What follows belongs to an exercise in optimizing a design on an open flow for small area; a production flow would make more cautious choices. Only simulation tests tie the RTL to the original design; equivalence was not proved. Power and IR drop assume default switching activity.

==> job 918 <==
==> flow/design.v <==
`timescale 1ns / 1ps
module uart_top #(
    parameter OPERAND_WIDTH = 512,
    parameter ADDER_WIDTH   = 32,
    parameter NBYTES        = OPERAND_WIDTH / 8,
    parameter CLK_FREQ      = 125_000_000,
    parameter BAUD_RATE     = 115_200
) (
    input wire iClk, iRst,
    input wire iRx,
    output wire oTx
);
    reg [511:0] rRing;
    reg [8:0]   rPh;
    reg [10:0]  rCyc;
    reg [3:0]   rBit;
    reg [6:0]   rByte;
    reg         rTx;      
    reg         rC;       
    reg         rNext;    
    reg         rOut;
    wire wBnd   = rCyc[10] & rCyc[6];    
    wire wWin   = rCyc[9];               
    wire wHit   = (rPh == {rByte[5:0], rBit[2:0]});
    wire wEn    = ~rBit[3] & wWin & wHit;
    wire wInA   = ~rTx & rByte[6];
    wire wInB   = ~rTx & ~rByte[6];
    wire wLast  = &rPh;
    wire wCin   = rC | (wEn & wInB & iRx);
    wire wNew   = (wEn & wInA) ? iRx : (rRing[0] ^ wCin);
    wire wGen   = rRing[0] & wCin;
    wire wBit8  = rBit[3] & ~rBit[0];
    wire wBit9  = rBit[3] & ~rBit[2] & rBit[0];
    wire wStart = ~rTx & ~iRx & rBit[3] & ~rBit[2];                  
    wire wByte  = wBit8 & (wBnd | wStart);
    always @(posedge iClk) begin
        rRing <= {wNew, rRing[511:1]};
        rPh   <= rPh + 1'b1;
        rC    <= wGen & ~wLast;
        if (wBnd | wStart) rCyc <= 11'd4;
        else               rCyc <= rCyc + 1'b1;
        if (wInA)
            rNext <= 1'b0;
        else if (~rTx)
            rNext <= rNext | (wGen & wLast);
        else if (wEn)
            rNext <= rByte[6] ? (rNext & ~|rBit[2:0]) : rRing[0];
        if (iRst) begin
            rBit  <= 4'd9;
            rTx   <= 1'b0;
            rByte <= 7'd127;
            rOut  <= 1'b1;
        end else begin
            if (wStart)
                rBit <= 4'd15;
            else if (wBnd)
                rBit <= wBit9 ? {~rTx, 2'b00, ~rTx} : rBit + 1'b1;
            if (wByte) begin
                if (rTx & rByte[6]) rByte[6] <= 1'b0;
                else                rByte    <= rByte - 1'b1;
                if (rByte == 7'd0)  rTx      <= ~rTx;
            end
            if (rTx & wBnd) rOut <= ~wBit9 & (rBit[3] | rNext);
        end
    end
    assign oTx = rOut;
endmodule
==> flow/flow/run.sh <==
#!/bin/bash
# The standard layout with two changes:
#  - synthesis maps the logic with an area-oriented ABC script (flow/abc_area.script)
#    and leaves adders to ABC instead of mapping them to half/full adder cells first;
#    everything else in synth_recipe.tcl, and so every register, stays as it is;
#  - the port buffers are the smallest buffer cell;
#  - clock tree synthesis adds no dummy loads.
set -euo pipefail
here=$(pwd)
{
  echo 'set ::env(ADDER_MAP_FILE) ""'
  echo 'proc abc {args} {'
  echo '  set i [lsearch -exact $args -script]'
  echo "  lset args [expr {\$i+1}] $here/flow/abc_area.script"
  echo '  yosys abc {*}$args'
  echo '}'
  cat synth_recipe.tcl
} > area_synth.tcl
sed "s#SYNTH_SCRIPT=[^ ]*#SYNTH_SCRIPT=$here/area_synth.tcl#" standard.sh > area_standard.sh
grep -q "SYNTH_SCRIPT=$here/area_synth.tcl" area_standard.sh
export BUFFER_PORTS_ARGS="-buffer_cell sky130_fd_sc_hd__buf_1"
export CTS_ARGS="-sink_clustering_enable -repair_clock_nets -dont_use_dummy_load -buf_list sky130_fd_sc_hd__clkbuf_8 -sink_clustering_size 22 -sink_clustering_max_diameter 60 -sink_clustering_levels 1"
bash area_standard.sh > standard.log 2>&1
==> flow/flow/abc_area.script <==
&get -n
&st
&synch2
&dch -f
&nf -a -R 1000
&put
strash
&get -n
&synch2
&dch -f
&nf -a -R 1000
&put
stime -c
==> flow/standard.sh <==
#!/bin/bash
# synth_recipe.tcl (not shown) runs the flow's synth.tcl, then flattens the netlist and writes it again
# the make line also repeats each setting of config.mk as NAME=value (left out here)
make -C /OpenROAD-flow-scripts/flow DESIGN_CONFIG=/design/flow/config.mk WORK_HOME=/design/flow/orfs CLKGATE_MAP_FILE= SYNTH_SCRIPT=/design/flow/synth_recipe.tcl "${@:-finish}"
==> flow/config.mk <==
export PLATFORM = sky130hd
export DESIGN_NAME = uart_top
export DESIGN_NICKNAME = uart_top
export VERILOG_FILES = /design/flow/design.v
export SDC_FILE = /design/flow/constraint.sdc
export NUM_CORES = 4
export LEC_CHECK = 0
export CAP_MARGIN = 20
export CORE_MARGIN = 2
export CORE_UTILIZATION = 40
export CTS_BUF_LIST = sky130_fd_sc_hd__clkbuf_8
export CTS_CLUSTER_DIAMETER = 60
export CTS_CLUSTER_SIZE = 22
export PLACE_DENSITY = 0.6
export SLEW_MARGIN = 20
==> flow/constraint.sdc <==
create_clock -name core_clock -period 13.0 [get_ports {iClk}]
set_input_delay 2.6000 -clock core_clock [delete_from_list [all_inputs] [get_ports {iClk}]]
set_output_delay 2.6000 -clock core_clock [all_outputs]
set_load 0.01 [all_outputs]
==> inputs of job 5236, as changes to job 918 <==
--- a/flow/flow/run.sh
+++ b/flow/flow/run.sh
@@ -19,5 +19,5 @@
 sed "s#SYNTH_SCRIPT=[^ ]*#SYNTH_SCRIPT=$here/area_synth.tcl#" standard.sh > area_standard.sh
 grep -q "SYNTH_SCRIPT=$here/area_synth.tcl" area_standard.sh
 export BUFFER_PORTS_ARGS="-buffer_cell sky130_fd_sc_hd__buf_1"
-export CTS_ARGS="-sink_clustering_enable -repair_clock_nets -dont_use_dummy_load -buf_list sky130_fd_sc_hd__clkbuf_8 -sink_clustering_size 22 -sink_clustering_max_diameter 60 -sink_clustering_levels 1"
+export CTS_ARGS="-sink_clustering_enable -repair_clock_nets -dont_use_dummy_load -buf_list sky130_fd_sc_hd__clkbuf_8 -sink_clustering_size 22 -sink_clustering_max_diameter 60"
 bash area_standard.sh > standard.log 2>&1
--- a/flow/config.mk
+++ b/flow/config.mk
@@ -7,9 +7,9 @@
 export LEC_CHECK = 0
 export CAP_MARGIN = 20
 export CORE_MARGIN = 2
-export CORE_UTILIZATION = 40
+export CORE_UTILIZATION = 55
 export CTS_BUF_LIST = sky130_fd_sc_hd__clkbuf_8
 export CTS_CLUSTER_DIAMETER = 60
 export CTS_CLUSTER_SIZE = 22
-export PLACE_DENSITY = 0.6
+export PLACE_DENSITY = 0.7
 export SLEW_MARGIN = 20
==> qor summary <==
Run status: job 5236 no timing/DRC/antenna violations; job 918 no timing/DRC/antenna violations
Vias: job 5236 4,257; job 918 4,173
Maximum resistive drop on vdd: job 5236 70.92 uV; job 918 81.17 uV
Skew-Pair Late Insertion Delay: job 5236 0.59 ns; job 918 0.58 ns
Power share of the sequential group: job 5236 0.723; job 918 0.722
Initial DRC count: job 5236 168; job 918 185
Met1 wire length: job 5236 6.526 mm; job 918 6.614 mm
Die boundary height: job 5236 149.8 um; job 918 175.0 um
Minimum clock period: job 5236 4.241 ns; job 918 4.150 ns
Fill cell total of the finished layout: job 5236 1,580; job 918 2,502
Number of global-route vias before repair: job 5236 4,324; job 918 3,894
Power Internal: job 5236 0.001892 W; job 918 0.001892 W
Detailed route wirelength on metal2: job 5236 4.966 mm; job 918 3.551 mm
Reg clk slew, reported paths: job 5236 0.11 ns; job 918 0.12 ns
Met3 Routed Length: job 5236 427 um; job 918 421 um

## port drivers added, routing unchanged
Ports are ideal in the flow. The routed layouts listed here were re-timed in OpenROAD.
Step 1 sets driving cells, clkbuf_16 on the clock port and buf_2 on the other inputs (assumed; they add their load-dependent delay and slew).
Step 2 times the ports against the registers' clock, not the clock port: input delays grow and output delays shrink by t, the midpoint of the rising clock arrivals with the driver on.
Three values: ideal, step 1, step 2; two values: the first two.
| run | t (ns) | slack for setup (ns) | latest minus earliest clock arrival (ns) | worst slew at a driven data input, ns |
|---|---|---|---|---|
| job 918 | 0.605 | 8.850 / 8.871 / 8.265 | 0.056 / 0.055 | 0.03 |
| job 5236 | 0.600 | 8.759 / 8.773 / 8.173 | 0.079 / 0.079 | 0.04 |
After both steps setup and hold are still met in every run listed. The setup slack of job 5236, which loses most, moves by +0.014 ns with the drivers and by -0.586 ns with both steps.
